Background: an optimization exercise with open tools, aiming at small area. Do not read the settings as production practice. The RTL was checked by simulation tests, not by an equivalence proof against the original design. No activity file was given, so power comes from the tool's default toggle rates.

--- flow/flow/run.sh ---
#!/bin/bash
# Standard ORFS layout (standard.sh) with three changes:
#  - synthesis maps logic with an area-oriented ABC script (flow/synth.tcl);
#  - ports get the smallest buffer (buf_1);
#  - clock tree: clkbuf_16 root, clkbuf_8 elsewhere, no dummy loads.
# Make's full output goes to flow_make.log here; ORFS keeps each step's log
# under orfs/logs/.
set -euo pipefail
here=$(pwd)
export MY_ABC_SCRIPT=$here/flow/abc_area.script
bash standard.sh "SYNTH_SCRIPT=$here/flow/synth.tcl" \
  "BUFFER_PORTS_ARGS=-buffer_cell sky130_fd_sc_hd__buf_1" \
  "CTS_ARGS=-sink_clustering_enable -repair_clock_nets -dont_use_dummy_load -root_buf sky130_fd_sc_hd__clkbuf_16 -buf_list sky130_fd_sc_hd__clkbuf_8" \
  finish > flow_make.log 2>&1
--- flow/flow/abc_area.script ---
&get -n
&st
&dc2
&dch -f
&nf -R 2000 -a
&put
--- flow/flow/synth.tcl ---
# The standard synthesis script (synth_recipe.tcl), with one change: Yosys's
# abc mapping step runs an area-oriented ABC script (flow/abc_area.script)
# instead of ORFS's speed script. Everything before it (and so every
# register) is unchanged.
proc synth {args} { yosys synth -nofsm -noshare {*}$args }
proc abc {args} {
  set i [lsearch $args -script]
  set args [lreplace $args [expr {$i+1}] [expr {$i+1}] $::env(MY_ABC_SCRIPT)]
  yosys abc {*}$args
}
source $::env(SCRIPTS_DIR)/synth.tcl
# left out here: clear keep_hierarchy, flatten, clean up, hide names made inside functions, write 1_2_yosys.v
--- flow/standard.sh ---
#!/bin/bash
# synth_recipe.tcl (not shown) runs the flow's synth.tcl, then flattens the netlist and writes it again
# the make line also repeats each setting of config.mk as NAME=value (left out here)
make -C /OpenROAD-flow-scripts/flow DESIGN_CONFIG=/design/flow/config.mk WORK_HOME=/design/flow/orfs CLKGATE_MAP_FILE= SYNTH_SCRIPT=/design/flow/synth_recipe.tcl "${@:-finish}"
--- flow/config.mk ---
export PLATFORM = sky130hd
export DESIGN_NAME = testpattern
export DESIGN_NICKNAME = testpattern
export VERILOG_FILES = /design/flow/design.v
export SDC_FILE = /design/flow/constraint.sdc
export NUM_CORES = 4
export LEC_CHECK = 0
export CAP_MARGIN = 20
export CORE_MARGIN = 2
export CORE_UTILIZATION = 40
export SLEW_MARGIN = 20
--- flow/constraint.sdc ---
create_clock -name core_clock -period 10.0 [get_ports {I_pxl_clk}]
set_input_delay 2.0000 -clock core_clock [delete_from_list [all_inputs] [get_ports {I_pxl_clk}]]
set_output_delay 2.0000 -clock core_clock [all_outputs]
set_load 0.01 [all_outputs]
--- flow/design.v ---
module testpattern
(
    input              I_pxl_clk   , 
    input              I_rst_n     , 
    input      [2:0]   I_mode      , 
    input      [15:0]  I_sqr_width ,
    input      [7:0]   I_single_r  ,
    input      [7:0]   I_single_g  ,
    input      [7:0]   I_single_b  ,
    input      [15:0]  I_h_total   , 
    input      [15:0]  I_h_sync    , 
    input      [15:0]  I_h_bporch  , 
    input      [15:0]  I_h_res     , 
    input      [15:0]  I_v_total   , 
    input      [15:0]  I_v_sync    , 
    input      [15:0]  I_v_bporch  , 
    input      [15:0]  I_v_res     , 
    input              I_hs_pol    , 
    input              I_vs_pol    , 
    output reg         O_de        ,
    output reg         O_hs        ,
    output reg         O_vs        ,
    output     [7:0]   O_data_r    ,
    output     [7:0]   O_data_g    ,
    output     [7:0]   O_data_b
);
reg           pre;       
reg           hs_a;      
reg           hbp;       
reg           hact;      
reg           vs_a;      
reg           vbp;       
reg           vact;      
reg  [15:0]   H_cnt;     
reg  [15:0]   C_cnt;     
reg  [15:0]   V_cnt;     
reg  [15:0]   B_cnt;     
reg  [15:0]   Cv_cnt;    
reg  [15:0]   A_cnt;     
reg  [12:0]   U_cnt;     
reg  [3:0]    K_cnt;     
reg           K_ch;
reg           Sqr_h;
reg           Sqr_v;
reg  [23:0]   Data_tmp;
wire        H_end    = (H_cnt == 16'hFFFE);
wire        C_end    = (C_cnt == 16'hFFFE);
wire        start    = pre & (H_cnt[1:0] == 2'd3);
wire        line_end = ~pre & H_end;
wire        hs_end   = hs_a & C_end;
wire        bp_zero  = (I_h_bporch == 16'd0);
wire        hbp_end  = hbp & C_end;
wire        act_start= (hs_end & bp_zero) | hbp_end;
wire        de       = hact & vact;
wire [8:0]  A_lo_inc = A_cnt[7:0] + de;
wire [15:0] A_inc    = {A_cnt[15:8] + A_lo_inc[8], A_lo_inc[7:0]};
wire        act_last = hact & (A_inc == I_h_res);
wire        hact_n   = act_start | (hact & ~act_last & ~line_end);
wire        V_end    = (V_cnt == 16'hFFFE);
wire        B_end    = (B_cnt == 16'hFFFE);
wire        frame_end= line_end & V_end;
wire        vs_end   = line_end & vs_a & B_end;
wire        vbp_zero = (I_v_bporch == 16'd0);
wire        vbp_end  = line_end & vbp & B_end;
wire        vact_start = (vs_end & vbp_zero) | vbp_end;
wire        vact_end = line_end & vact & B_end;
wire        vact_n   = vact_start | (vact & ~vact_end);
wire        de_n     = hact_n & vact_n;
wire        de_start = act_start & vact;
wire        de_fall  = de & ~de_n;
always @(posedge I_pxl_clk or negedge I_rst_n)
begin
    if (!I_rst_n) begin
        pre  <= 1'b1;
        hs_a <= 1'b0;
        hbp  <= 1'b0;
        hact <= 1'b0;
        vs_a <= 1'b0;
        vbp  <= 1'b0;
        vact <= 1'b0;
        H_cnt[1:0] <= 2'd0;
    end else begin
        pre  <= pre & ~start;
        hs_a <= start | line_end | (hs_a & ~hs_end);
        hbp  <= (hs_end & ~bp_zero) | (hbp & ~hbp_end);
        hact <= hact_n;
        vs_a <= start | frame_end | (vs_a & ~vs_end);
        vbp  <= (vs_end & ~vbp_zero) | (vbp & ~vbp_end);
        vact <= vact_n;
        H_cnt[1:0] <= (start | line_end) ? ~I_h_total[1:0] : H_cnt[1:0] + 1'b1;
    end
end
wire [15:0] H_inc = H_cnt + 1'b1;
always @(posedge I_pxl_clk)
begin
    H_cnt[15:2] <= (start | line_end) ? ~I_h_total[15:2] : H_inc[15:2];
    if (start | line_end)
        C_cnt <= ~I_h_sync;
    else if (hs_end & ~bp_zero)
        C_cnt <= ~I_h_bporch;
    else if (act_start | (hact & C_end))
        C_cnt <= ~I_sqr_width;
    else
        C_cnt <= C_cnt + 1'b1;
    V_cnt <= (start | frame_end) ? ~I_v_total : V_cnt + line_end;
    if (start | frame_end)
        B_cnt <= ~I_v_sync;
    else if (vs_end & ~vbp_zero)
        B_cnt <= ~I_v_bporch;
    else if (vact_start)
        B_cnt <= ~I_v_res;
    else
        B_cnt <= B_cnt + line_end;
end
always @(posedge I_pxl_clk or negedge I_rst_n)
begin
    if (!I_rst_n)
        A_cnt[7:0] <= 8'd0;
    else if (de_start)
        A_cnt[7:0] <= 8'd0;
    else
        A_cnt[7:0] <= A_inc[7:0];
end
always @(posedge I_pxl_clk)
begin
    if (de_start)
        A_cnt[15:8] <= 8'd0;
    else
        A_cnt[15:8] <= A_inc[15:8];
end
wire        sqr_h_hit = de & C_end;
wire        sqr_v_hit = de_fall & (Cv_cnt == 16'hFFFE);
always @(posedge I_pxl_clk)
begin
    Sqr_h  <= act_start ? 1'b0 : (Sqr_h ^ sqr_h_hit);
    Cv_cnt <= (vs_end | sqr_v_hit) ? ~I_sqr_width : Cv_cnt + de_fall;
    Sqr_v  <= vs_end ? 1'b0 : (Sqr_v ^ sqr_v_hit);
end
wire [12:0] bar_w  = I_h_res[15:3];
wire        U_wrap = (U_cnt == 13'h1FFE);
wire        w_one  = (bar_w == 13'd1);
wire [2:0]  res_r  = I_h_res[2:0];
reg         w_div;
always @(*) begin
    w_div = 1'b0;
    if (I_h_res[15:7] == 9'd0)
        case (I_h_res[6:3])
            4'd2: w_div = res_r[0];
            4'd3: w_div = (res_r == 3'd2) | (res_r == 3'd5);
            4'd4: w_div = (res_r[1:0] == 2'd3);
            4'd5: w_div = (res_r == 3'd4);
            4'd6: w_div = (res_r == 3'd5);
            4'd7: w_div = (res_r == 3'd6);
            4'd8: w_div = (res_r == 3'd7);
            default: w_div = 1'b0;
        endcase
end
wire        K_t0   = O_de ? (w_one ? K_ch : w_div) : (w_one & ~A_cnt[3]);
wire        k_inc  = de_start ? K_t0 :
                     de & (w_one ? (K_ch | ~O_de) : (U_wrap & ~K_ch));
always @(posedge I_pxl_clk)
begin
    U_cnt <= (act_start | U_wrap) ? ~bar_w : U_cnt + 1'b1;
    K_cnt <= de_n ? (K_cnt + k_inc) : 4'd0;
    K_ch  <= de_start ? K_t0 : (K_ch & ~(de & U_wrap & ~w_one));
end
wire        net  = de & ((A_cnt[4:0] == 5'd0) | act_last | (B_cnt[4:0] == ~I_v_res[4:0]) | B_end);
wire        sqr  = de & (Sqr_h == Sqr_v);
wire        cb_r = de & ~K_cnt[3] & ~K_cnt[1];
wire        cb_g = de & ~K_cnt[3] & ~K_cnt[2];
wire        cb_b = de & ~K_cnt[3] & ~K_cnt[0];
wire        m_bar  = (I_mode == 3'b000);
wire        m_net  = (I_mode == 3'b001);
wire        m_gray = (I_mode == 3'b010);
wire        m_sqr  = (I_mode == 3'b011);
wire        m_one  = (I_mode == 3'b111);
wire        m_blue = I_mode[2] & ~m_one;
wire        r_c = (m_bar & cb_r) | (m_net & net) | (m_sqr & sqr);
wire        g_c = (m_bar & cb_g) | (m_sqr & sqr);
wire        b_c = (m_bar & cb_b) | (m_sqr & sqr) | m_blue;
wire [7:0]  gray = A_cnt[7:0];
always @(posedge I_pxl_clk or negedge I_rst_n)
begin
    if (!I_rst_n) begin
        O_de     <= 1'b0;
        O_hs     <= 1'b1;
        O_vs     <= 1'b1;
        Data_tmp <= 24'd0;
    end else begin
        O_de     <= de;
        O_hs     <= I_hs_pol ? hs_a : ~hs_a;
        O_vs     <= I_vs_pol ? vs_a : ~vs_a;
        Data_tmp <= {{8{b_c}} | ({8{m_gray}} & gray) | ({8{m_one}} & I_single_b),
                     {8{g_c}} | ({8{m_gray}} & gray) | ({8{m_one}} & I_single_g),
                     {8{r_c}} | ({8{m_gray}} & gray) | ({8{m_one}} & I_single_r)};
    end
end
assign O_data_r = Data_tmp[ 7: 0];
assign O_data_g = Data_tmp[15: 8];
assign O_data_b = Data_tmp[23:16];
endmodule
==> qor.txt, run 1 <==
DR vias - 7349
final WL - 21.5 mm
Layout fillers - 1930
H-tree depth - 4
Psw - 0.000421 W
# nets final - 1342
wire per inst - 15.5 um
GP Congestion - 0.839
first-pass GRT wire length - 34.6 mm
Fmax - 0.184 GHz
P_leak - 3.77 nW
largest net degree at the start of global routing - 45
row cnt - 50
RSZ-0062 raised after global routing - no
crit end category - flop
Hold Path Class - flop to flop
CTS tree - built
ys async rst share - 0.293
gr usage total - 0.215
die area - 20200 sq um
Slew HR - 0.274
Max Buffers Root-to-Sink - 2
io pins - 202
count of state elements after synthesis - 150
Flop pwr share - 0.547
Placement Setup Slack - 4.29 ns
Final WS setup - 4.57 ns
top_reg_cell synth - dfxtp_1
grt total ovfl - 0
setup TNS - 0 ns
Worst Skew - 0.0291 ns
simple-gate share of the synthesized area - 0.244
DIE HEIGHT - 142 um
dpl hpwl - 16.2 mm
Tcrit/Tclk final - 0.543
Initial DRC Count - 301
initial antenna violation count - 0
post-DR vias/cell - 5.32
Slew @ Worst Pin - 1.09 ns
area post-placement - 8770 sq um
Worst setup SP type - flop
Pwr Density - 152 nW/um^2
CTS resizes - 0
P&R area growth vs syn - 18.2%
synthesized area per cell - 8.30 sq um
syn_nets - 1113
sequential share of the synthesized area - 0.423
ratio of cells with drive above 1 in the final layout - 0.0296
Final min period - 5.43 ns
Comb power frac - 0.188
Int Power - 0.000954 W
vias in the first global route - 7057
# setup viols final - 0
Synth Cell Area - 7630 sq um
CTS buffer count - 17
Synth Area in XOR/XNOR - 0.119
Post-DRT Antenna Nets - 0
distinct cell type count after synthesis - 43
Port Buf Inserts - 201
Root Buffer - clkbuf_16
Critical Path RT - 10.26 ns
clock sinks - 150
main combinational cell family by area after synthesis - simple AND/OR/NAND/NOR gates
WP data arrival - 5.69 ns
Skew-Pair Late Insertion Delay - 0.38 ns
Switching Share - 0.306
Die Span X - 142 um
synth warn - 1
post-layout instance area - 9020 sq um
drt first pass iters - 5
Cells after Synth - 920
crit path kind - flop to flop
Core Box Area - 18700 sq um
clock power share - 0.265
multiplexer area fraction after synthesis - 0.0170
post-CTS setup buffer count - 0
Max VDD drop - 0.0000796 V
post-synthesis adder-cell area fraction - 0.0295
CTS clock-pin slew for the worst setup and hold paths - 0.08 ns
# DRC - 0
diode count - 0
Max-cap violations - 0
Slew Viols, Final - 0
Fin. Hold Viols - 0
CP max FO - 6
CTS Hold Buffers Added - 0
status - timing/DRC/antenna clean
Compound-Gate Fraction of Synth Area - 0.160
Post-synth EDFFs - 0
Starting Density - 0.408
-- cells by family (layout without fill, tap and decap cells) --
kind of cell | after synthesis | after routing
xor gates and xnor gates | 104 | 104
muxes | 13 | 13
DFF | 150 | 150
adders and majority gates | 18 | 18
and+or+nand+nor | 392 | 392
AOI/OAI and AO/OA | 228 | 228
buffers and inverters | 15 | 242
-- layer usage --
layer  wire [um]  track usage  vias to the layer above  part of all wire
met4         412       0.0642                        0             0.019
met2       10400        0.376                      185              0.49
met1        9670        0.271                     3394              0.45
met3         962       0.0390                       26             0.045
met5           0            0                        -                 0
li1            -            -                     3744                 -
-- stage by stage --
step | std cells | hold slack (ns) | util | power (W)
global route | 1381 | 0.516 | 0.482 | 0.00146
floorplan | 920 | 0.456 | - | 0.000917
detailed placement | 1364 | 0.482 | 0.469 | 0.00102
global placement | 1364 | 0.474 | 0.469 | 0.00102
CTS | 1381 | 0.488 | 0.482 | 0.00139
finish | 1381 | 0.487 | 0.482 | 0.00137
-- synthesized netlist by cell type (3+ instances only) --
library cell | instances | share of area
nand4b_1 | 4 | 0.0046
nand4_1 | 29 | 0.024
xnor2_1 | 56 | 0.064
o22ai_1 | 8 | 0.0066
and2_0 | 8 | 0.0066
dfxtp_1 | 106 | 0.28
nor2_1 | 59 | 0.029
a21o_1 | 3 | 0.0030
and4_1 | 4 | 0.0046
and3_1 | 22 | 0.018
o21ai_0 | 106 | 0.070
nand2b_1 | 3 | 0.0025
dfrtp_1 | 41 | 0.13
a31oi_1 | 6 | 0.0049
nand2_1 | 150 | 0.074
a21oi_1 | 88 | 0.058
nor4_1 | 12 | 0.0098
o211ai_1 | 3 | 0.0030
clkinv_1 | 15 | 0.0074
nor2b_1 | 4 | 0.0033
ha_1 | 18 | 0.030
nand3_1 | 68 | 0.045
or3_1 | 4 | 0.0033
or4_1 | 3 | 0.0030
mux2i_1 | 13 | 0.017
or2_0 | 4 | 0.0033
nor3_1 | 14 | 0.0092
dfstp_2 | 3 | 0.010
xor2_1 | 48 | 0.055
-- state kept, by name, summed over array words and instances (netlist names), 4 cells and up --
register / count
K_cnt: 4
Data_tmp: 24
Cv_cnt: 16
V_cnt: 16
B_cnt: 16
H_cnt: 16
C_cnt: 16
A_cnt: 16
U_cnt: 13
-- critical path: stages (launching register included) --
cell and delay [ns]:
dfrtp_1 0.42, nand2_1 0.16, clkinv_1 0.19, ha_1 0.24, ha_1 0.22, nand2_1 0.08, nor2_1 0.06, and3_1 0.20
ha_1 0.21, nand2_1 0.12, xor2_1 0.11, a2111oi_0 0.43, o2111ai_1 0.21, nor4_1 0.49, o21bai_1 0.26, a21oi_1 0.30
ha_1 0.23, and3_1 0.21, nand3_1 0.13, nor2_1 0.18, nand3_1 0.13, nor2_1 0.16, and3_1 0.21, nand3_1 0.10
xnor2_1 0.13, nand2_1 0.06, o21ai_0 0.07
-- placed cells by master, fill, tap and decap left out, types with 15 or more instances in the layout --
cell type  count
and3_1        22
dfrtp_1       41
a21oi_1       85
nand4_1       29
ha_1          18
o21ai_0      106
nand3_1       68
clkbuf_8      16
nor2_1        59
xor2_1        48
buf_1        200
dfxtp_1      106
clkinv_1      15
nand2_1      150
xnor2_1       56
-- cell type report --
class | count | area (sq um) | area share
Multi-Input combinational cell | 755 | 4370 | 0.485
Tap cell | 234 | 293 | 0.0325
Timing Repair Buffer | 210 | 823 | 0.0913
Inverter | 15 | 56.3 | 0.00624
Clock buffer | 17 | 245 | 0.0272
Sequential cell | 150 | 3230 | 0.358
-- worst paths after layout --
path | cells past startpoint | slack (ns) | end | start
worst max-delay path | 26 | 4.57 | Cv_cnt[15]$_DFF_P_ | hact$_DFF_PN0_
worst min-delay path | 2 | 0.49 | K_ch$_DFF_P_ | K_ch$_DFF_P_
worst max register to register | 26 | 4.57 | Cv_cnt[15]$_DFF_P_ | hact$_DFF_PN0_
worst min register to register | 2 | 0.49 | K_ch$_DFF_P_ | K_ch$_DFF_P_
max in group asynchronous | 2 | 7.87 | A_cnt[3]$_DFF_PN0_ | I_rst_n
min in group asynchronous | 2 | 1.72 | Data_tmp[23]$_DFF_PN0_ | I_rst_n
-- power groups by stage --
stage	Combinational (W)	Sequential [W]	Clock [W]
6_report	0.000258	0.000753	0.000364
5_1_grt	0.000294	0.000768	0.000401
4_1_cts	0.000260	0.000753	0.000376
3_5_place_dp	0.000259	0.000765	0
3_3_place_gp	0.000257	0.000764	0
2_1_floorplan	0.000163	0.000754	0
==> run 2, diff against run 1 <==
==> flow/flow/run.sh (replaced) <==
#!/bin/bash
# Standard ORFS layout (standard.sh) with these changes:
#  - synthesis: no hard half/full-adder cells (ADDER_MAP_FILE empty), and
#    logic mapped with an area-oriented ABC script (flow/synth.tcl,
#    flow/abc_area.script); registers are the standard synthesis's;
#  - ports get the smallest buffer (buf_1);
#  - clock tree: clkbuf_16 root, clkbuf_8 elsewhere, no dummy loads.
# Make's full output goes to flow_make.log here; ORFS keeps each step's log
# under orfs/logs/.
set -euo pipefail
here=$(pwd)
export MY_ABC_SCRIPT=$here/flow/abc_area.script
bash standard.sh "SYNTH_SCRIPT=$here/flow/synth.tcl" "ADDER_MAP_FILE=" \
  "BUFFER_PORTS_ARGS=-buffer_cell sky130_fd_sc_hd__buf_1" \
  "CTS_ARGS=-sink_clustering_enable -repair_clock_nets -dont_use_dummy_load -root_buf sky130_fd_sc_hd__clkbuf_16 -buf_list sky130_fd_sc_hd__clkbuf_8" \
  finish > flow_make.log 2>&1
==> run 2 against run 1 <==
Still clean. Clock skew is 0.0039 ns higher. Maximum frequency is 10% lower. Utilization hardly changed. Critical path type unchanged.
==> qor.txt, run 2 <==
setup TNS - 0 ns (unchanged)
ys async rst share - 0.293 (unchanged)
initial antenna violation count - 0 (unchanged)
Slew HR - 0.319 (was 0.274)
ratio of cells with drive above 1 in the final layout - 0.0277 (was 0.0296)
row cnt - 49 (was 50)
RSZ-0062 raised after global routing - no (unchanged)
Worst setup SP type - flop (unchanged)
crit end category - flop (unchanged)
Post-DRT Antenna Nets - 0 (unchanged)
diode count - 0 (unchanged)
Psw - 0.000351 W (was 0.000421 W)
most common cell after layout, fill and taps aside - buf_1 (unchanged)
H-tree depth - 4 (unchanged)
Final min period - 6.05 ns (was 5.43 ns)
CTS tree - built (unchanged)
clock power share - 0.282 (was 0.265)
Critical Path RT - 10.26 ns (about the same)
Post-synth EDFFs - 0 (unchanged)
dpl hpwl - 15.2 mm (was 16.2 mm)
# nets final - 1296 (was 1342)
Switching Share - 0.278 (was 0.306)
# setup viols final - 0 (unchanged)
P&R area growth vs syn - 18.6% (was 18.2%)
status - timing/DRC/antenna clean (unchanged)
DR vias - 7187 (was 7349)
# DRC - 0 (unchanged)
Max-cap violations - 0 (unchanged)
sequential share of the synthesized area - 0.442 (was 0.423)
Int Power - 0.000912 W (was 0.000954 W)
final WL - 20.1 mm (was 21.5 mm)
synthesized area per cell - 8.18 sq um (was 8.30 sq um)
Post-synth top cells - 124 x nand2_1, 110 x o21ai_0, 106 x dfxtp_1 (was 150 x nand2_1, 106 x dfxtp_1, 106 x o21ai_0)
CTS Hold Buffers Added - 0 (unchanged)
WP data arrival - 6.31 ns (was 5.69 ns)
Starting Density - 0.406 (was 0.408)
CTS clock-pin slew for the worst setup and hold paths - 0.08 ns (about the same)
Port Buf Inserts - 201 (unchanged)
Top reg by flops - Data_tmp (unchanged)
Slew @ Worst Pin - 1.02 ns (was 1.09 ns)
P_leak - 3.34 nW (was 3.77 nW)
Skew-Pair Late Insertion Delay - 0.38 ns (about the same)
first-pass GRT wire length - 32.3 mm (was 34.6 mm)
main area contributors after synthesis - dfxtp_1 29%, dfrtp_1 14%, o21ai_0 7.5% (was dfxtp_1 28%, dfrtp_1 13%, nand2_1 7.4%)
post-CTS setup buffer count - 0 (unchanged)
Tcrit/Tclk final - 0.605 (was 0.543)
distinct cell type count after synthesis - 46 (was 43)
syn_nets - 1068 (was 1113)
top_reg_cell synth - dfxtp_1 (unchanged)
Initial DRC Count - 369 (was 301)
Die Span X - 139 um (was 142 um)
gr usage total - 0.204 (was 0.215)
clock sinks - 150 (unchanged)
Max Buffers Root-to-Sink - 2 (unchanged)
DIE HEIGHT - 139 um (was 142 um)
count of state elements after synthesis - 150 (unchanged)
Synth Cell Area - 7300 sq um (was 7630 sq um)
Fmax - 0.165 GHz (was 0.184 GHz)
GP Congestion - 0.890 (was 0.839)
Root Buffer - clkbuf_16 (unchanged)
crit path kind - flop to flop (unchanged)
Comb power frac - 0.156 (was 0.188)
worst reg2reg setup slack - 3.95 ns (was 4.57 ns)
Flop pwr share - 0.562 (was 0.547)
Design Power - 0.00126 W (was 0.00137 W)
post-synth top area share - 0.291 (was 0.278)
post-synth top area cell - dfxtp_1 (unchanged)
wire per inst - 14.9 um (was 15.5 um)
dominant cell by count in the synthesized netlist - nand2_1 (unchanged)
grt total ovfl - 0 (unchanged)
Slew Viols, Final - 0 (unchanged)
largest net degree at the start of global routing - 45 (unchanged)
io pins - 202 (unchanged)
dpl cells - 1331 (was 1364)
CP max FO - 11 (was 6)
vias in the first global route - 6530 (was 7057)
Pwr Density - 146 nW/um^2 (was 152 nW/um^2)
post-route insts no fill - 1348 (was 1381)
Layout fillers - 1857 (was 1930)
Worst Skew - 0.0330 ns (was 0.0291 ns)
Hold Path Class - flop to flop (unchanged)
post-DR vias/cell - 5.33 (was 5.32)
synth warn - 1 (unchanged)
Core Box Area - 18000 sq um (was 18700 sq um)
drt first pass iters - 5 (unchanged)
CTS buffer count - 17 (unchanged)
Cells after Synth - 893 (was 920)
die area - 19300 sq um (was 20200 sq um)
CTS resizes - 0 (unchanged)
Largest register FFs - 24 (unchanged)
WHS - 0.507 ns (was 0.487 ns)
Fin. Hold Viols - 0 (unchanged)
Max VDD drop - 0.0000969 V (was 0.0000796 V)
most frequent cells in the layout - 200 x buf_1, 124 x nand2_1, 110 x o21ai_0 (was 200 x buf_1, 150 x nand2_1, 106 x dfxtp_1, 106 x o21ai_0, 85 x a21oi_1)
run 2: cell types whose count changed in the layout (fill, tap and decap cells not counted), moves of 8 or more:
cell / change
xor2_1: -28
nand2_1: -26
a21oi_1: +20
ha_1: -18
mux2i_1: -8
nand3_1: -16
run 2: cell type report:
cell class / count / area (sq um) / share of cell area
multi-input combinational: 721 / 4000 / 0.462
sequential: 150 / 3230 / 0.373
timing repair buffer: 209 / 816 / 0.0942
tap: 229 / 287 / 0.0331
clock buffer: 17 / 245 / 0.0283
inverter: 22 / 82.6 / 0.00953
run 2: power groups by stage:
stage               logic [W]  clock network (W)  registers [W]
detailed placement   0.000198                  0       0.000721
floorplan            0.000122                  0       0.000715
global route         0.000224           0.000394       0.000718
global placement     0.000198                  0       0.000721
CTS                  0.000199           0.000371       0.000708
finish               0.000198           0.000356       0.000709
run 2: through the flow:
step	worst slack, ns	instance area (sq um)	utilization
after global routing	3.25	8660	0.482
after floorplan	4.96	7300	-
after detailed placement	4.01	8420	0.468
after global placement	4.21	8420	0.468
after CTS	3.94	8660	0.482
final	3.95	8660	0.482
run 2: worst paths after layout:
kind                                        from            endpoint  cells after the start
min in group asynchronous                I_rst_n  A_cnt[3]$_DFF_PN0_                      2
worst min-delay path            H_cnt[7]$_DFF_P_    H_cnt[7]$_DFF_P_                      2
worst max register to register    hact$_DFF_PN0_  Cv_cnt[15]$_DFF_P_                     25
worst min register to register  H_cnt[7]$_DFF_P_    H_cnt[7]$_DFF_P_                      2
worst max-delay path              hact$_DFF_PN0_  Cv_cnt[15]$_DFF_P_                     25
max in group asynchronous                I_rst_n  H_cnt[1]$_DFF_PN0_                      2
run 2: kinds of logic after synthesis:
family,after synthesis,share of synthesized area
buffers and inverters,22,0.0113
muxes,5,0.00686
DFF,150,0.442
and+or+nand+nor,366,0.241
xor gates and xnor gates,75,0.0900
AOI/OAI and AO/OA,275,0.209
run 2: per-layer routing:
metal	share of wire	vias to the layer above	GRT usage
li1	-	3694	-
met1	0.48	3251	0.283
met2	0.45	218	0.314
met3	0.057	24	0.0439
met4	0.018	0	0.0734
met5	0	-	0
run 2: critical path: stages (launching register included):
cell     delay [ns]
dfrtp_1        0.40
and2_0         0.49
nand3_1        0.22
nor2_1         0.23
and3_1         0.28
and3_1         0.25
nand3_1        0.15
nor2_1         0.17
and2_0         0.24
and3_1         0.26
nand3_1        0.13
xor2_1         0.22
xnor2_1        0.09
nor4_1         0.47
or3_1          0.17
o21ai_0        0.11
nand2_1        0.20
and2_0         0.27
nand2_1        0.10
nor3_1         0.44
nand3_1        0.20
nor3_1         0.39
nand4_1        0.18
xnor2_1        0.16
nand2_1        0.06
o21ai_0        0.08
==> run 3, diff against run 2 <==
==> flow/flow/abc_area.script (replaced) <==
&get -n
&st
&dc2
&dch -f
&nf -R 2000 -a
&st
&dc2
&dch -f
&nf -R 2000 -a
&put
==> run 3 against run 2 <==
Routed wire length about the same. Final cell count fell by 2.1%. First-iteration DRC count up 28%. Still clean on timing, DRC and antenna. Combinational power fell by 17%.
==> qor.txt, run 3 <==
CP max FO - 5 (was 11)
Design Power - 0.00121 W (was 0.00126 W)
row cnt - 48 (was 49)
clock sinks - 150 (unchanged)
Max Buffers Root-to-Sink - 2 (unchanged)
ys async rst share - 0.293 (unchanged)
sequential share of the synthesized area - 0.450 (was 0.442)
synth warn - 1 (unchanged)
Fmax - 0.175 GHz (was 0.165 GHz)
syn_nets - 1044 (was 1068)
Hold Path Sink - vbp$_DFF_PN0_ (was H_cnt[7]$_DFF_P_)
first-pass GRT wire length - 31.6 mm (was 32.3 mm)
synthesized area per cell - 8.26 sq um (was 8.18 sq um)
CTS Hold Buffers Added - 0 (unchanged)
dominant cell by count in the synthesized netlist - o21ai_0 (was nand2_1)
# DRC - 0 (unchanged)
top_reg_cell synth - dfxtp_1 (unchanged)
Slew @ Worst Pin - 1.04 ns (was 1.02 ns)
CTS tree - built (unchanged)
Pwr Density - 142 nW/um^2 (was 146 nW/um^2)
area post-placement - 8280 sq um (was 8420 sq um)
WP data arrival - 5.98 ns (was 6.31 ns)
dpl hpwl - 15.0 mm (was 15.2 mm)
most common cell after layout, fill and taps aside - buf_1 (unchanged)
setup TNS - 0 ns (unchanged)
vias in the first global route - 6500 (was 6530)
crit path kind - input port to flop (was flop to flop)
Critical Path RT - 10.26 ns (about the same)
count of state elements after synthesis - 150 (unchanged)
largest net degree at the start of global routing - 45 (unchanged)
Post-synth top cells - 111 x o21ai_0, 110 x a21oi_1, 106 x dfxtp_1 (was 124 x nand2_1, 110 x o21ai_0, 106 x dfxtp_1)
CTS buffer count - 17 (unchanged)
final WL - 20.1 mm (about the same)
io pins - 202 (unchanged)
hold depth - 2 (unchanged)
Synth Cell Area - 7170 sq um (was 7300 sq um)
RSZ-0062 raised after global routing - no (unchanged)
grt total ovfl - 0 (unchanged)
# nets final - 1272 (was 1296)
Final min period - 5.72 ns (was 6.05 ns)
DIE HEIGHT - 138 um (was 139 um)
P_leak - 3.37 nW (was 3.34 nW)
post-DR vias/cell - 5.34 (was 5.33)
Slew Viols, Final - 0 (unchanged)
Max VDD drop - 0.0000852 V (was 0.0000969 V)
Core Box Area - 17400 sq um (was 18000 sq um)
Fin. Hold Viols - 0 (unchanged)
GP Congestion - 0.879 (was 0.890)
post-synth top area cell - dfxtp_1 (unchanged)
DR vias - 7054 (was 7187)
ratio of cells with drive above 1 in the final layout - 0.0301 (was 0.0277)
Max-cap violations - 0 (unchanged)
status - timing/DRC/antenna clean (unchanged)
wire per inst - 15.2 um (was 14.9 um)
worst reg2reg setup slack - 4.80 ns (was 3.95 ns)
Reg2Reg Depth - 23 (was 25)
Tcrit/Tclk final - 0.572 (was 0.605)
Port Buf Inserts - 201 (unchanged)
Top reg by flops - Data_tmp (unchanged)
reg-to-reg critical path endpoint - Cv_cnt[14]$_DFF_P_ (was Cv_cnt[15]$_DFF_P_)
distinct cell type count after synthesis - 45 (was 46)
post-layout instance area - 8530 sq um (was 8660 sq um)
Post-DRT Antenna Nets - 0 (unchanged)
Post-synth EDFFs - 0 (unchanged)
die area - 19000 sq um (was 19300 sq um)
most frequent cells in the layout - 200 x buf_1, 111 x o21ai_0, 109 x a21oi_1 (was 200 x buf_1, 124 x nand2_1, 110 x o21ai_0)
WHS - 0.494 ns (was 0.507 ns)
CTS resizes - 0 (unchanged)
Starting Density - 0.412 (was 0.406)
Layout fillers - 1780 (was 1857)
initial antenna violation count - 0 (unchanged)
diode count - 0 (unchanged)
Slew HR - 0.303 (was 0.319)
# setup viols final - 0 (unchanged)
drt first pass iters - 5 (unchanged)
Initial DRC Count - 472 (was 369)
Root Buffer - clkbuf_16 (unchanged)
post-synth top area share - 0.296 (was 0.291)
gr usage total - 0.210 (was 0.204)
main area contributors after synthesis - dfxtp_1 30%, dfrtp_1 14%, o21ai_0 7.7% (was dfxtp_1 29%, dfrtp_1 14%, o21ai_0 7.5%)
worst r2r src - hact$_DFF_PN0_ (unchanged)
Worst setup SP type - input port (was flop)
P&R area growth vs syn - 19.0% (was 18.6%)
Hold Path Class - flop to flop (unchanged)
Worst Skew - 0.0277 ns (was 0.0330 ns)
H-tree depth - 4 (unchanged)
Hold Startpoint - vbp$_DFF_PN0_ (was H_cnt[7]$_DFF_P_)
Cells after Synth - 869 (was 893)
Largest register FFs - 24 (unchanged)
crit end category - flop (unchanged)
CTS clock-pin slew for the worst setup and hold paths - 0.08 ns (about the same)
Skew-Pair Late Insertion Delay - 0.38 ns (about the same)
Die Span X - 138 um (was 139 um)
post-CTS setup buffer count - 0 (unchanged)
-- run 3: cell count changes in the layout (fill, tap and decap cells not counted), moves of 5 or more --
cell,change
nand2_1,-26
clkinv_1,-5
and3_1,+11
xor2_1,+5
o22ai_1,-6
a211oi_1,+6
o211ai_1,-6
nor2_1,+11
xnor2_1,-15
nor3_1,-9
-- run 3: worst max path at each step --
stage,end,slack [ns],start,depth (start not counted)
2_1_floorplan,Cv_cnt[14]$_DFF_P_,4.79,I_h_res[2],15
3_3_place_gp,Cv_cnt[14]$_DFF_P_,4.16,I_h_res[2],19
3_5_place_dp,Cv_cnt[14]$_DFF_P_,3.98,I_h_res[2],19
4_1_cts,Cv_cnt[14]$_DFF_P_,4.37,I_h_res[2],19
5_1_grt,Cv_cnt[15]$_DFF_P_,3.87,I_h_res[2],21
6_report,Cv_cnt[14]$_DFF_P_,4.28,I_h_res[2],19
-- run 3: worst max-delay path, cell delays in order --
cell	delay, ns
buf_1	0.17
clkinv_1	0.13
xnor2_1	0.17
nand4_1	0.10
nor4b_1	0.35
nand3_1	0.12
a2111oi_0	0.47
nand3_1	0.13
a21oi_1	0.13
o2111ai_1	0.18
a21o_1	0.23
a21oi_1	0.29
nand2_1	0.14
nor2_1	0.25
nand2_1	0.17
nor2_1	0.26
and3_1	0.26
a21oi_1	0.10
mux2_1	0.31
-- run 3: cell families after synthesis --
family / Yosys count / synth area share
flip-flops: 150 / 0.450
XOR/XNOR: 65 / 0.0794
AO/OA/AOI/OAI: 272 / 0.208
AND/OR/NAND/NOR: 358 / 0.244
buffers and inverters: 17 / 0.00889
multiplexers: 7 / 0.0101
-- run 3: final cells by class --
class / count / area, sq um / share of cell area
clock buffers: 17 / 245 / 0.0287
inverters: 17 / 63.8 / 0.00748
multi-input cells: 702 / 3900 / 0.457
flip-flops and latches: 150 / 3230 / 0.378
well taps: 225 / 282 / 0.0330
repair buffers: 209 / 816 / 0.0956
-- run 3: through the flow --
step                      setup WS [ns]   util  cells
after floorplan                    4.79      -    869
after global placement             4.16  0.476   1303
after detailed placement           3.98  0.476   1303
after CTS                          4.37  0.490   1320
after global routing               3.87  0.490   1320
final                              4.28  0.490   1320
-- run 3: report_power, final --
group / leakage, nW / switching (W) / internal, W
combinational: 1.86 / 0.0000844 / 0.0000796
sequential: 1.39 / 0.0000399 / 0.000652
clock: 0.127 / 0.000197 / 0.000161
total: 3.37 / 0.000322 / 0.000893
-- run 3: per-layer routing --
metal / wire length (um) / up-vias / track usage
met5: 0 / - / 0
met4: 172 / 0 / 0.0488
met3: 1300 / 14 / 0.0457
met2: 9040 / 196 / 0.336
met1: 9560 / 3244 / 0.291
li1: - / 3600 / -
==> run 4, diff against run 3 <==
==> flow/flow/run.sh (replaced) <==
#!/bin/bash
# Standard ORFS layout (standard.sh) with these changes:
#  - synthesis: no hard half/full-adder cells (ADDER_MAP_FILE empty), and
#    logic mapped with an area-oriented ABC script (flow/synth.tcl,
#    flow/abc_area.script); registers are the standard synthesis's;
#  - ports get the smallest buffer (buf_1);
#  - clock tree: clkbuf_8 throughout, no dummy loads.
# Make's full output goes to flow_make.log here; ORFS keeps each step's log
# under orfs/logs/.
set -euo pipefail
here=$(pwd)
export MY_ABC_SCRIPT=$here/flow/abc_area.script
bash standard.sh "SYNTH_SCRIPT=$here/flow/synth.tcl" "ADDER_MAP_FILE=" \
  "BUFFER_PORTS_ARGS=-buffer_cell sky130_fd_sc_hd__buf_1" \
  "CTS_ARGS=-sink_clustering_enable -repair_clock_nets -dont_use_dummy_load -root_buf sky130_fd_sc_hd__clkbuf_8 -buf_list sky130_fd_sc_hd__clkbuf_8" \
  finish > flow_make.log 2>&1
==> run 4 against run 3 <==
Die area unchanged. Worst setup slack improved by 0.072 ns. Register-to-register slack about the same. Sequential power about the same. First-iteration DRC count unchanged. Synthesized area unchanged.
==> qor.txt, run 4 <==
crit path kind - input port to flop (unchanged)
DR vias - 7060 (was 7054)
Max VDD drop - 0.0000793 V (was 0.0000852 V)
GP Congestion - 0.879 (unchanged)
top_reg_cell synth - dfxtp_1 (unchanged)
Tcrit/Tclk final - 0.565 (was 0.572)
final WL - 20.1 mm (about the same)
count of state elements after synthesis - 150 (unchanged)
gr usage total - 0.210 (unchanged)
Met1 Wirelength - 9.56 mm (about the same)
# nets final - 1272 (unchanged)
Synth Cell Area - 7170 sq um (unchanged)
Post-synth top cells - 111 x o21ai_0, 110 x a21oi_1, 106 x dfxtp_1 (unchanged)
CP max FO - 5 (unchanged)
Starting Density - 0.412 (unchanged)
drt first pass iters - 5 (unchanged)
Max-cap violations - 0 (unchanged)
Top reg by flops - Data_tmp (unchanged)
H-tree depth - 4 (unchanged)
row cnt - 48 (unchanged)
CTS Hold Buffers Added - 0 (unchanged)
Port Buf Inserts - 201 (unchanged)
dpl cells - 1303 (unchanged)
wire per inst - 15.2 um (about the same)
ys async rst share - 0.293 (unchanged)
post-route insts no fill - 1320 (unchanged)
RSZ-0062 raised after global routing - no (unchanged)
dominant cell by count in the synthesized netlist - o21ai_0 (unchanged)
hold depth - 2 (unchanged)
Cells after Synth - 869 (unchanged)
CTS buffer count - 17 (unchanged)
# setup viols final - 0 (unchanged)
Slew Viols, Final - 0 (unchanged)
metal2 WL - 9.04 mm (about the same)
Root Buffer - clkbuf_8 (was clkbuf_16)
WP data arrival - 5.98 ns (about the same)
Die Span X - 138 um (unchanged)
CTS tree - built (unchanged)
Slew @ Worst Pin - 1.05 ns (was 1.04 ns)
most frequent CP cell - a21oi_1 (unchanged)
synth warn - 1 (unchanged)
ratio of cells with drive above 1 in the final layout - 0.0301 (unchanged)
diode count - 0 (unchanged)
Skew-Pair Late Insertion Delay - 0.45 ns (was 0.38 ns)
main area contributors after synthesis - dfxtp_1 30%, dfrtp_1 14%, o21ai_0 7.7% (unchanged)
Reg2Reg Depth - 23 (unchanged)
Fin. Hold Viols - 0 (unchanged)
Post-synth EDFFs - 0 (unchanged)
CTS resizes - 0 (unchanged)
post-synth top area cell - dfxtp_1 (unchanged)
initial antenna violation count - 0 (unchanged)
most frequent cells in the layout - 200 x buf_1, 111 x o21ai_0, 109 x a21oi_1 (unchanged)
largest net degree at the start of global routing - 45 (unchanged)
Final min period - 5.65 ns (was 5.72 ns)
crit end category - flop (unchanged)
io pins - 202 (unchanged)
grt total ovfl - 0 (unchanged)
Fmax - 0.177 GHz (was 0.175 GHz)
metal3 WL - 1.30 mm (about the same)
P&R area growth vs syn - 18.8% (was 19.0%)
Largest register FFs - 24 (unchanged)
sequential share of the synthesized area - 0.450 (unchanged)
setup TNS - 0 ns (unchanged)
Slew HR - 0.299 (was 0.303)
synthesized area per cell - 8.26 sq um (unchanged)
most common cell after layout, fill and taps aside - buf_1 (unchanged)
DIE HEIGHT - 138 um (unchanged)
Post-DRT Antenna Nets - 0 (unchanged)
vias in the first global route - 6500 (unchanged)
clock sinks - 150 (unchanged)
Max Buffers Root-to-Sink - 2 (unchanged)
Initial DRC Count - 472 (unchanged)
dpl hpwl - 15.0 mm (unchanged)
post-DR vias/cell - 5.35 (was 5.34)
Core Box Area - 17400 sq um (unchanged)
post-synth top area share - 0.296 (unchanged)
Critical Path RT - 10.33 ns (was 10.26 ns)
first-pass GRT wire length - 31.6 mm (unchanged)
distinct cell type count after synthesis - 45 (unchanged)
status - timing/DRC/antenna clean (unchanged)
Pwr Density - 141 nW/um^2 (was 142 nW/um^2)
crit-path cells - buf_1, clkinv_1, xnor2_1, nand4_1, nor4b_1, nand3_1, a2111oi_0, nand3_1, a21oi_1, o2111ai_1, a21o_1, a21oi_1, nand2_1, nor2_1, nand2_1, nor2_1, and3_1, a21oi_1, mux2_1 (unchanged)
# DRC - 0 (unchanged)
Worst setup SP type - input port (unchanged)
worst stage delay on the critical path - 0.47 ns (about the same)
P_leak - 3.37 nW (about the same)
syn_nets - 1044 (unchanged)
top layer in use - met4 (unchanged)
post-CTS setup buffer count - 0 (unchanged)
die area - 19000 sq um (unchanged)
Worst Skew - 0.0278 ns (was 0.0277 ns)
CTS clock-pin slew for the worst setup and hold paths - 0.08 ns (about the same)
Hold Path Class - flop to flop (unchanged)
slowest CP cell - a2111oi_0 (unchanged)
## run 4: cell counts after synthesis
Identical to the previous run, type by type.
## run 4: power by group
part	internal (W)	total, W	switching, W
registers	0.000652	0.000692	0.0000399
clock network	0.000150	0.000347	0.000197
logic	0.0000796	0.000164	0.0000844
## run 4: cell type report
type                       instances  area [sq um]
multi-input combinational        702          3900
fill                            1782          8890
sequential                       150          3230
tap                              225           282
clock buffer                      17           234
timing repair buffer             209           816
inverter                          17          63.8
## run 4: final timing paths
check	end	slack (ns)	start
worst max register to register	Cv_cnt[14]$_DFF_P_	4.80	hact$_DFF_PN0_
worst min-delay path	vbp$_DFF_PN0_	0.49	vbp$_DFF_PN0_
min in group asynchronous	Data_tmp[6]$_DFF_PN0_	1.63	I_rst_n
worst min register to register	vbp$_DFF_PN0_	0.49	vbp$_DFF_PN0_
worst max-delay path	Cv_cnt[14]$_DFF_P_	4.35	I_h_res[2]
max in group asynchronous	O_de$_DFF_PN0_	7.94	I_rst_n
## run 4: critical path: cells and delay by family
family	cells	cell delay, ns
AND/OR/NAND/NOR	9	1.78
AO/OA/AOI/OAI	6	1.40
multiplexers	1	0.31
buffers and inverters	2	0.30
XOR/XNOR	1	0.17
## run 4: logic make-up (layout without fill, tap and decap cells)
kind of cell / count (synthesis) / count (layout) / synth area share
xor+xnor: 65 / 65 / 0.0794
simple gates: 358 / 358 / 0.244
flops: 150 / 150 / 0.450
compound gates: 272 / 272 / 0.208
buf+inv: 17 / 243 / 0.00889
mux: 7 / 7 / 0.0101
## run 4: through the flow
| stage | total power (W) | util | area, sq um | hold WS (ns) | worst slack, ns |
|---|---|---|---|---|---|
| detailed placement | 0.000868 | 0.476 | 8280 | 0.470 | 3.98 |
| global route | 0.00127 | 0.489 | 8520 | 0.517 | 3.95 |
| global placement | 0.000867 | 0.476 | 8280 | 0.467 | 4.16 |
| floorplan | 0.000799 | - | 7170 | 0.446 | 4.79 |
| finish | 0.00120 | 0.489 | 8520 | 0.495 | 4.35 |
| CTS | 0.00122 | 0.489 | 8520 | 0.492 | 4.45 |
## run 4: layer usage
layer	GRT usage	vias to the layer above
met2	0.336	198
met4	0.0488	0
li1	-	3600
met1	0.291	3248
met5	0	-
met3	0.0457	14
==> run 5, diff against run 4 <==
==> flow/flow/run.sh (replaced) <==
#!/bin/bash
# Standard ORFS layout (standard.sh) with these changes:
#  - synthesis: no hard half/full-adder cells (ADDER_MAP_FILE empty), and
#    logic mapped with an area-oriented ABC script (flow/synth.tcl,
#    flow/abc_area.script); registers are the standard synthesis's;
#  - ports get the smallest buffer (buf_1);
#  - clock tree: clkbuf_16 H-tree without sink clustering, no dummy loads.
# Make's full output goes to flow_make.log here; ORFS keeps each step's log
# under orfs/logs/.
set -euo pipefail
here=$(pwd)
export MY_ABC_SCRIPT=$here/flow/abc_area.script
bash standard.sh "SYNTH_SCRIPT=$here/flow/synth.tcl" "ADDER_MAP_FILE=" \
  "BUFFER_PORTS_ARGS=-buffer_cell sky130_fd_sc_hd__buf_1" \
  "CTS_ARGS=-repair_clock_nets -dont_use_dummy_load -root_buf sky130_fd_sc_hd__clkbuf_16 -buf_list sky130_fd_sc_hd__clkbuf_16" \
  finish > flow_make.log 2>&1
==> run 5 against run 4 <==
Worst setup slack better by 0.017 ns. Combinational power hardly changed. Largest power group unchanged. Final area is 2.2% higher. Total power is 14% higher. Sequential share of layout area is 0.83 points lower. Highest routed layer unchanged. Still clean. Worst hold slack worse by 0.0042 ns. Sequential cell count stayed put. Via count is 0.50% lower. Maximum frequency is 0.30% higher. Synthesized cell count stayed put. Sequential power hardly changed.
==> qor.txt, run 5 <==
Top reg by flops - Data_tmp (unchanged)
RSZ-0062 raised after global routing - no (unchanged)
WP data arrival - 5.94 ns (was 5.98 ns)
CTS clock-pin slew for the worst setup and hold paths - 0.06 ns (was 0.08 ns)
CTS Hold Buffers Added - 0 (unchanged)
Skew-Pair Late Insertion Delay - 0.42 ns (was 0.45 ns)
most common cell after layout, fill and taps aside - buf_1 (unchanged)
post-route insts no fill - 1320 (unchanged)
CP max FO - 5 (unchanged)
Hold Path Class - flop to flop (unchanged)
Slew Viols, Final - 0 (unchanged)
Pwr Density - 157 nW/um^2 (was 141 nW/um^2)
clock sinks - 150 (unchanged)
GP Congestion - 0.879 (unchanged)
# setup viols final - 0 (unchanged)
# DRC - 0 (unchanged)
Post-synth EDFFs - 0 (unchanged)
GR peak layer - met2 (unchanged)
drt first pass iters - 5 (unchanged)
P_leak - 3.45 nW (was 3.37 nW)
Fin. Hold Viols - 0 (unchanged)
dpl cells - 1303 (unchanged)
met1 Use GR - 0.296 (was 0.291)
Synth Cell Area - 7170 sq um (unchanged)
routing usage on met3 - 0.0387 (was 0.0457)
Final Util - 0.500 (was 0.489)
Starting Density - 0.412 (unchanged)
first-pass GRT wire length - 31.7 mm (was 31.6 mm)
crit path kind - input port to flop (unchanged)
P&R area growth vs syn - 21.5% (was 18.8%)
Design Power - 0.00137 W (was 0.00120 W)
largest net degree at the start of global routing - 45 (unchanged)
CTS tree - built (unchanged)
Initial DRC Count - 385 (was 472)
gr usage total - 0.211 (was 0.210)
synth warn - 1 (unchanged)
Critical Path RT - 10.31 ns (was 10.33 ns)
Largest register FFs - 24 (unchanged)
dominant cell by count in the synthesized netlist - o21ai_0 (unchanged)
Tcrit/Tclk final - 0.563 (was 0.565)
Worst Skew - 0.0205 ns (was 0.0278 ns)
Max-cap violations - 0 (unchanged)
sequential share of the synthesized area - 0.450 (unchanged)
CTS buffer count - 17 (unchanged)
most frequent cells in the layout - 200 x buf_1, 111 x o21ai_0, 109 x a21oi_1 (unchanged)
post-synth top area cell - dfxtp_1 (unchanged)
die area - 19000 sq um (unchanged)
Slew @ Worst Pin - 1.07 ns (was 1.05 ns)
initial antenna violation count - 0 (unchanged)
CTS resizes - 0 (unchanged)
synthesized area per cell - 8.26 sq um (unchanged)
Cells after Synth - 869 (unchanged)
final WL - 20.1 mm (about the same)
post-CTS setup buffer count - 0 (unchanged)
post-synth top area share - 0.296 (unchanged)
DR vias - 7025 (was 7060)
syn_nets - 1044 (unchanged)
WHS - 0.491 ns (was 0.495 ns)
vias in the first global route - 6491 (was 6500)
distinct cell type count after synthesis - 45 (unchanged)
wire per inst - 15.2 um (about the same)
Port Buf Inserts - 201 (unchanged)
Worst setup SP type - input port (unchanged)
met2 Track Usage GR - 0.333 (was 0.336)
Slew HR - 0.283 (was 0.299)
worst reg2reg setup slack - 4.81 ns (was 4.80 ns)
Post-synth top cells - 111 x o21ai_0, 110 x a21oi_1, 106 x dfxtp_1 (unchanged)
main area contributors after synthesis - dfxtp_1 30%, dfrtp_1 14%, o21ai_0 7.7% (unchanged)
# nets final - 1272 (unchanged)
status - timing/DRC/antenna clean (unchanged)
crit end category - flop (unchanged)
Final min period - 5.63 ns (was 5.65 ns)
io pins - 202 (unchanged)
Post-DRT Antenna Nets - 0 (unchanged)
Layout fillers - 1759 (was 1782)
H-tree depth - 4 (unchanged)
row cnt - 48 (unchanged)
diode count - 0 (unchanged)
ratio of cells with drive above 1 in the final layout - 0.0301 (unchanged)
post-DR vias/cell - 5.32 (was 5.35)
setup TNS - 0 ns (unchanged)
ys async rst share - 0.293 (unchanged)
Fmax - 0.178 GHz (was 0.177 GHz)
DIE HEIGHT - 138 um (unchanged)
top_reg_cell synth - dfxtp_1 (unchanged)
grt total ovfl - 0 (unchanged)
dpl hpwl - 15.0 mm (unchanged)
Root Buffer - clkbuf_16 (was clkbuf_8)
Max VDD drop - 0.000114 V (was 0.0000793 V)
Core Box Area - 17400 sq um (unchanged)
Die Span X - 138 um (unchanged)
count of state elements after synthesis - 150 (unchanged)
Max Buffers Root-to-Sink - 2 (unchanged)
## run 5: cell counts after synthesis
Identical to the previous run, type by type.
## run 5: kinds of logic (layout without fill, tap and decap cells)
kind of cell / after synthesis / after routing / synth area share
AND/OR/NAND/NOR: 358 / 358 / 0.244
AO/OA/AOI/OAI: 272 / 272 / 0.208
flip-flops: 150 / 150 / 0.450
XOR/XNOR: 65 / 65 / 0.0794
buffers and inverters: 17 / 243 / 0.00889
multiplexers: 7 / 7 / 0.0101
## run 5: path summary, 6_finish.rpt
check / end / cells past startpoint / startpoint
setup / recovery: Cv_cnt[14]$_DFF_P_ / 19 / I_h_res[2]
hold / removal: vbp$_DFF_PN0_ / 2 / vbp$_DFF_PN0_
setup reg to reg: Cv_cnt[14]$_DFF_P_ / 24 / hact$_DFF_PN0_
hold reg to reg: vbp$_DFF_PN0_ / 2 / vbp$_DFF_PN0_
max in group asynchronous: O_de$_DFF_PN0_ / 2 / I_rst_n
min in group asynchronous: Data_tmp[15]$_DFF_PN0_ / 2 / I_rst_n
## run 5: cell type report
class,instances,area [sq um],area share
Multi-Input combinational cell,702,3900,0.448
Tap cell,225,282,0.0323
Sequential cell,150,3230,0.370
Timing Repair Buffer,209,816,0.0936
Clock buffer,17,425,0.0488
Inverter,17,63.8,0.00732
## run 5: critical path, stage by stage
cell	delay, ns
buf_1	0.17
clkinv_1	0.13
xnor2_1	0.17
nand4_1	0.10
nor4b_1	0.35
nand3_1	0.12
a2111oi_0	0.44
nand3_1	0.13
a21oi_1	0.13
o2111ai_1	0.18
a21o_1	0.23
a21oi_1	0.29
nand2_1	0.14
nor2_1	0.25
nand2_1	0.17
nor2_1	0.26
and3_1	0.26
a21oi_1	0.10
mux2_1	0.31
## run 5: metal layers
layer  share of wire  wire (um)
met5               0          0
met4           0.012        244
met3           0.063       1270
met2            0.45       9010
met1            0.48       9590
## run 5: stage by stage
| stage | instance area, sq um | setup WS, ns |
|---|---|---|
| 2_1_floorplan | 7170 | 4.79 |
| 3_3_place_gp | 8280 | 4.16 |
| 3_5_place_dp | 8280 | 3.98 |
| 4_1_cts | 8710 | 4.41 |
| 5_1_grt | 8710 | 3.91 |
| 6_report | 8710 | 4.37 |
## run 5: report_power, final
| group | internal [W] | switching (W) | total (W) |
|---|---|---|---|
| Combinational | 0.0000796 | 0.0000842 | 0.000164 |
| Clock | 0.000294 | 0.000219 | 0.000513 |
| Sequential | 0.000654 | 0.0000399 | 0.000693 |
| Total | 0.00103 | 0.000343 | 0.00137 |
==> run 6, diff against run 5 <==
==> flow/flow/run.sh (replaced) <==
#!/bin/bash
# Standard ORFS layout (standard.sh) with these changes:
#  - synthesis: no hard half/full-adder cells (ADDER_MAP_FILE empty), and
#    logic mapped with an area-oriented ABC script (flow/synth.tcl,
#    flow/abc_area.script); registers are the standard synthesis's;
#  - ports get the smallest buffer (buf_1);
#  - clock tree: clkbuf_8 root, clkbuf_4 or clkbuf_8 elsewhere, no dummy loads.
# Make's full output goes to flow_make.log here; ORFS keeps each step's log
# under orfs/logs/.
set -euo pipefail
here=$(pwd)
export MY_ABC_SCRIPT=$here/flow/abc_area.script
bash standard.sh "SYNTH_SCRIPT=$here/flow/synth.tcl" "ADDER_MAP_FILE=" \
  "BUFFER_PORTS_ARGS=-buffer_cell sky130_fd_sc_hd__buf_1" \
  "CTS_ARGS=-sink_clustering_enable -repair_clock_nets -dont_use_dummy_load -root_buf sky130_fd_sc_hd__clkbuf_8 -buf_list sky130_fd_sc_hd__clkbuf_4 sky130_fd_sc_hd__clkbuf_8" \
  finish > flow_make.log 2>&1
--- a/flow/config.mk
+++ b/flow/config.mk
@@ -7,5 +7,5 @@
 export LEC_CHECK = 0
 export CAP_MARGIN = 20
 export CORE_MARGIN = 2
-export CORE_UTILIZATION = 40
+export CORE_UTILIZATION = 55
 export SLEW_MARGIN = 20
==> run 6 against run 5 <==
The run now fails in 4_1_cts. Synthesized cell count unchanged. Synthesized area unchanged.
==> qor.txt, run 6 <==
status - stopped before the end (was timing/DRC/antenna clean)
Stop stage - 4_1_cts
First Error - [ERROR STA-0564] clock_tree_synthesis positional arguments not supported.
io pins - 202 (unchanged)
count of state elements after synthesis - 150 (unchanged)
main area contributors after synthesis - dfxtp_1 30%, dfrtp_1 14%, o21ai_0 7.7% (unchanged)
post-synth top area cell - dfxtp_1 (unchanged)
syn_nets - 1044 (unchanged)
Die Span X - 118 um (was 138 um)
synthesized area per cell - 8.26 sq um (unchanged)
GP Congestion - 0.910 (was 0.879)
Starting Density - 0.566 (was 0.412)
distinct cell type count after synthesis - 45 (unchanged)
post-synth top area share - 0.296 (unchanged)
dpl hpwl - 14.1 mm (was 15.0 mm)
Cells after Synth - 869 (unchanged)
row cnt - 41 (was 48)
top_reg_cell synth - dfxtp_1 (unchanged)
sequential share of the synthesized area - 0.450 (unchanged)
Port Buf Inserts - 201 (unchanged)
synth warn - 1 (unchanged)
ys async rst share - 0.293 (unchanged)
dominant cell by count in the synthesized netlist - o21ai_0 (unchanged)
DIE HEIGHT - 118 um (was 138 um)
Synth Cell Area - 7170 sq um (unchanged)
Post-synth EDFFs - 0 (unchanged)
Post-synth top cells - 111 x o21ai_0, 110 x a21oi_1, 106 x dfxtp_1 (unchanged)
==> run 6: cell counts after synthesis <==
Identical to the previous run, type by type.
==> run 6: how the worst max path moves through the flow <==
stage               start                  to  slack, ns  cells past startpoint
3_3_place_gp   I_h_res[2]  Cv_cnt[14]$_DFF_P_       4.22                     19
3_5_place_dp   I_h_res[2]  Cv_cnt[14]$_DFF_P_       4.08                     19
2_1_floorplan  I_h_res[2]  Cv_cnt[14]$_DFF_P_       4.79                     15
==> run 6: power groups by stage <==
| stage | Sequential, W | Combinational (W) | Clock, W |
|---|---|---|---|
| floorplan | 0.000700 | 0.0000994 | 0 |
| global placement | 0.000704 | 0.000162 | 0 |
| detailed placement | 0.000706 | 0.000162 | 0 |
==> run 6: cell families after synthesis <==
group	synth area share
compound gates	0.208
xor+xnor	0.0794
buf+inv	0.00889
flops	0.450
mux	0.0101
simple gates	0.244
==> run 6: per-stage QoR <==
| stage | setup WS, ns | instance area [sq um] | instances | hold slack [ns] |
|---|---|---|---|---|
| floorplan | 4.79 | 7170 | 869 | 0.446 |
| global placement | 4.22 | 8220 | 1250 | 0.464 |
| detailed placement | 4.08 | 8220 | 1250 | 0.469 |
==> run 7, diff against run 6 <==
==> flow/flow/run.sh (replaced) <==
#!/bin/bash
# Standard ORFS layout (standard.sh) with these changes:
#  - synthesis: no hard half/full-adder cells (ADDER_MAP_FILE empty), and
#    logic mapped with an area-oriented ABC script (flow/synth.tcl,
#    flow/abc_area.script); registers are the standard synthesis's;
#  - ports get the smallest buffer (buf_1);
#  - clock tree: clkbuf_8 root, clkbuf_4 elsewhere, no dummy loads.
# Make's full output goes to flow_make.log here; ORFS keeps each step's log
# under orfs/logs/.
set -euo pipefail
here=$(pwd)
export MY_ABC_SCRIPT=$here/flow/abc_area.script
bash standard.sh "SYNTH_SCRIPT=$here/flow/synth.tcl" "ADDER_MAP_FILE=" \
  "BUFFER_PORTS_ARGS=-buffer_cell sky130_fd_sc_hd__buf_1" \
  "CTS_ARGS=-sink_clustering_enable -repair_clock_nets -dont_use_dummy_load -root_buf sky130_fd_sc_hd__clkbuf_8 -buf_list sky130_fd_sc_hd__clkbuf_4" \
  finish > flow_make.log 2>&1
==> run 7 against run 6 <==
Synthesized cell count unchanged. Now clean on timing, DRC and antenna. Synthesized area is the same.
==> qor.txt, run 7 <==
status - timing/DRC/antenna clean (was stopped before the end)
post-layout instance area - 8350 sq um
CTS clock-pin slew for the worst setup and hold paths - 0.09 ns
wire per inst - 14.8 um
dpl hpwl - 14.1 mm (unchanged)
Post-synth top cells - 111 x o21ai_0, 110 x a21oi_1, 106 x dfxtp_1 (unchanged)
P_leak - 3.32 nW
crit path kind - input port to flop
sequential share of the synthesized area - 0.450 (unchanged)
setup TNS - 0 ns
final WL - 18.7 mm
initial antenna violation count - 0
distinct cell type count after synthesis - 45 (unchanged)
Pwr Density - 134 nW/um^2
# DRC - 0
post-route insts no fill - 1267
# setup viols final - 0
Largest register FFs - 24
ys async rst share - 0.293 (unchanged)
drt first pass iters - 5
Cells after Synth - 869 (unchanged)
Post-synth EDFFs - 0 (unchanged)
Max VDD drop - 0.000140 V
Starting Density - 0.566 (unchanged)
synth warn - 1 (unchanged)
ratio of cells with drive above 1 in the final layout - 0.0292
grt total ovfl - 0
GP Congestion - 0.910 (unchanged)
Die Span X - 118 um (unchanged)
CTS buffer count - 17
syn_nets - 1044 (unchanged)
main area contributors after synthesis - dfxtp_1 30%, dfrtp_1 14%, o21ai_0 7.7% (unchanged)
Skew-Pair Late Insertion Delay - 0.43 ns
area post-placement - 8220 sq um (unchanged)
Post-DRT Antenna Nets - 0
gr usage total - 0.270
die area - 14000 sq um
post-DR vias/cell - 5.63
Final Util - 0.659
Slew @ Worst Pin - 1.03 ns
DIE HEIGHT - 118 um (unchanged)
Worst setup SP type - input port
Tcrit/Tclk final - 0.551
Critical Path RT - 10.30 ns
CTS resizes - 0
Fin. Hold Viols - 0
most common cell after layout, fill and taps aside - buf_1
CTS tree - built
crit end category - flop
P&R area growth vs syn - 16.4%
CP max FO - 5
Layout fillers - 1183
Final WS setup - 4.49 ns
DR vias - 7135
row cnt - 41 (unchanged)
count of state elements after synthesis - 150 (unchanged)
Final min period - 5.51 ns
first-pass GRT wire length - 30.8 mm
post-synth top area share - 0.296 (unchanged)
Root Buffer - clkbuf_8
CTS Hold Buffers Added - 0
Worst Skew - 0.0361 ns
Hold Path Class - flop to flop
Initial DRC Count - 650
io pins - 202 (unchanged)
vias in the first global route - 6553
Port Buf Inserts - 201 (unchanged)
dominant cell by count in the synthesized netlist - o21ai_0 (unchanged)
post-CTS setup buffer count - 0
Placement Setup Slack - 4.08 ns (unchanged)
largest net degree at the start of global routing - 45
WP data arrival - 5.81 ns
clock sinks - 150
H-tree depth - 4
Top reg by flops - Data_tmp
Fmax - 0.182 GHz
# nets final - 1272
Synth Cell Area - 7170 sq um (unchanged)
most frequent cells in the layout - 200 x buf_1, 111 x o21ai_0, 109 x a21oi_1
RSZ-0062 raised after global routing - no
post-synth top area cell - dfxtp_1 (unchanged)
synthesized area per cell - 8.26 sq um (unchanged)
Max Buffers Root-to-Sink - 2
Slew Viols, Final - 0
Core Box Area - 12700 sq um
Max-cap violations - 0
Slew HR - 0.306
dpl cells - 1250 (unchanged)
diode count - 0
top_reg_cell synth - dfxtp_1 (unchanged)
## run 7: routing by layer
metal / routed length, um / global-route usage
met1: 8720 / 0.373
met2: 8510 / 0.424
met3: 1240 / 0.0666
met4: 266 / 0.0700
met5: 0 / 0
## run 7: power breakdown
group | internal [W] | total [W] | leakage, nW | switching, W
Combinational | 0.0000795 | 0.000163 | 1.86 | 0.0000832
Sequential | 0.000652 | 0.000693 | 1.39 | 0.0000407
Clock | 0.0000836 | 0.000263 | 0.0808 | 0.000179
Total | 0.000815 | 0.00112 | 3.32 | 0.000303
## run 7: layout make-up
type / count / area, sq um / area share
Multi-Input combinational cell: 702 / 3900 / 0.467
Tap cell: 172 / 215 / 0.0258
Inverter: 17 / 63.8 / 0.00764
Sequential cell: 150 / 3230 / 0.386
Clock buffer: 17 / 134 / 0.0160
Timing Repair Buffer: 209 / 816 / 0.0977
## run 7: final timing paths
path | start | cells after the start | endpoint | slack, ns
hold reg to reg | vbp$_DFF_PN0_ | 2 | vbp$_DFF_PN0_ | 0.49
min in group asynchronous | I_rst_n | 2 | Data_tmp[11]$_DFF_PN0_ | 1.62
hold / removal | vbp$_DFF_PN0_ | 2 | vbp$_DFF_PN0_ | 0.49
max in group asynchronous | I_rst_n | 2 | O_hs$_DFF_PN1_ | 7.95
setup / recovery | I_h_res[2] | 19 | Cv_cnt[14]$_DFF_P_ | 4.49
setup reg to reg | hact$_DFF_PN0_ | 24 | Cv_cnt[14]$_DFF_P_ | 4.77
## run 7: stage by stage
step	hold slack, ns	power, W
after floorplan	0.446	0.000799
after global placement	0.464	0.000866
after detailed placement	0.469	0.000868
after CTS	0.489	0.00112
after global routing	0.513	0.00118
final	0.487	0.00112
## run 7: worst max-delay path, stage by stage
cell       delay [ns]
buf_1            0.16
clkinv_1         0.12
xnor2_1          0.16
nand4_1          0.12
nor4b_1          0.29
nand3_1          0.10
a2111oi_0        0.43
nand3_1          0.12
a21oi_1          0.13
o2111ai_1        0.18
a21o_1           0.23
a21oi_1          0.28
nand2_1          0.14
nor2_1           0.25
nand2_1          0.17
nor2_1           0.24
and3_1           0.25
a21oi_1          0.10
mux2_1           0.31
## run 7: cell families after synthesis
family | after synthesis | synth area share
AOI/OAI and AO/OA | 272 | 0.208
xor gates and xnor gates | 65 | 0.0794
buffers and inverters | 17 | 0.00889
DFF | 150 | 0.450
muxes | 7 | 0.0101
and+or+nand+nor | 358 | 0.244

-- what the ideal ports hide --
The results above use ideal ports. As a check the final layouts listed here were re-extracted and re-timed, cells and wires unchanged.
Step 1 (the two cells are an assumption about what drives the block):
set clk [get_ports {I_pxl_clk}]
set_driving_cell -lib_cell sky130_fd_sc_hd__clkbuf_16 $clk
set_driving_cell -lib_cell sky130_fd_sc_hd__buf_2 [delete_from_list [all_inputs] $clk]
Step 2, shift: input delay + t, output delay - t, t = (earliest + latest rising clock arrival at the registers) / 2. This alone moves slack from input paths to output paths.
a / b / c = ideal / step 1 / step 2; a / b = the first two.
run	t (ns)	slack for setup (ns)	worst setup path at the end
run 1	0.404	4.573 / 4.573 / 4.303	input to register
run 2	0.410	3.948 / 3.948 / 3.948	register to register
run 3	0.406	4.281 / 4.303 / 3.897	input to register
run 4	0.473	4.353 / 4.370 / 3.897	input to register
run 5	0.454	4.370 / 4.392 / 3.938	input to register
run 7	0.450	4.490 / 4.505 / 4.055	input to register
After both steps setup and hold are still met in every run listed. For run 4, which loses most, drivers alone change the setup slack by +0.017 ns; drivers and shift together by -0.456 ns.
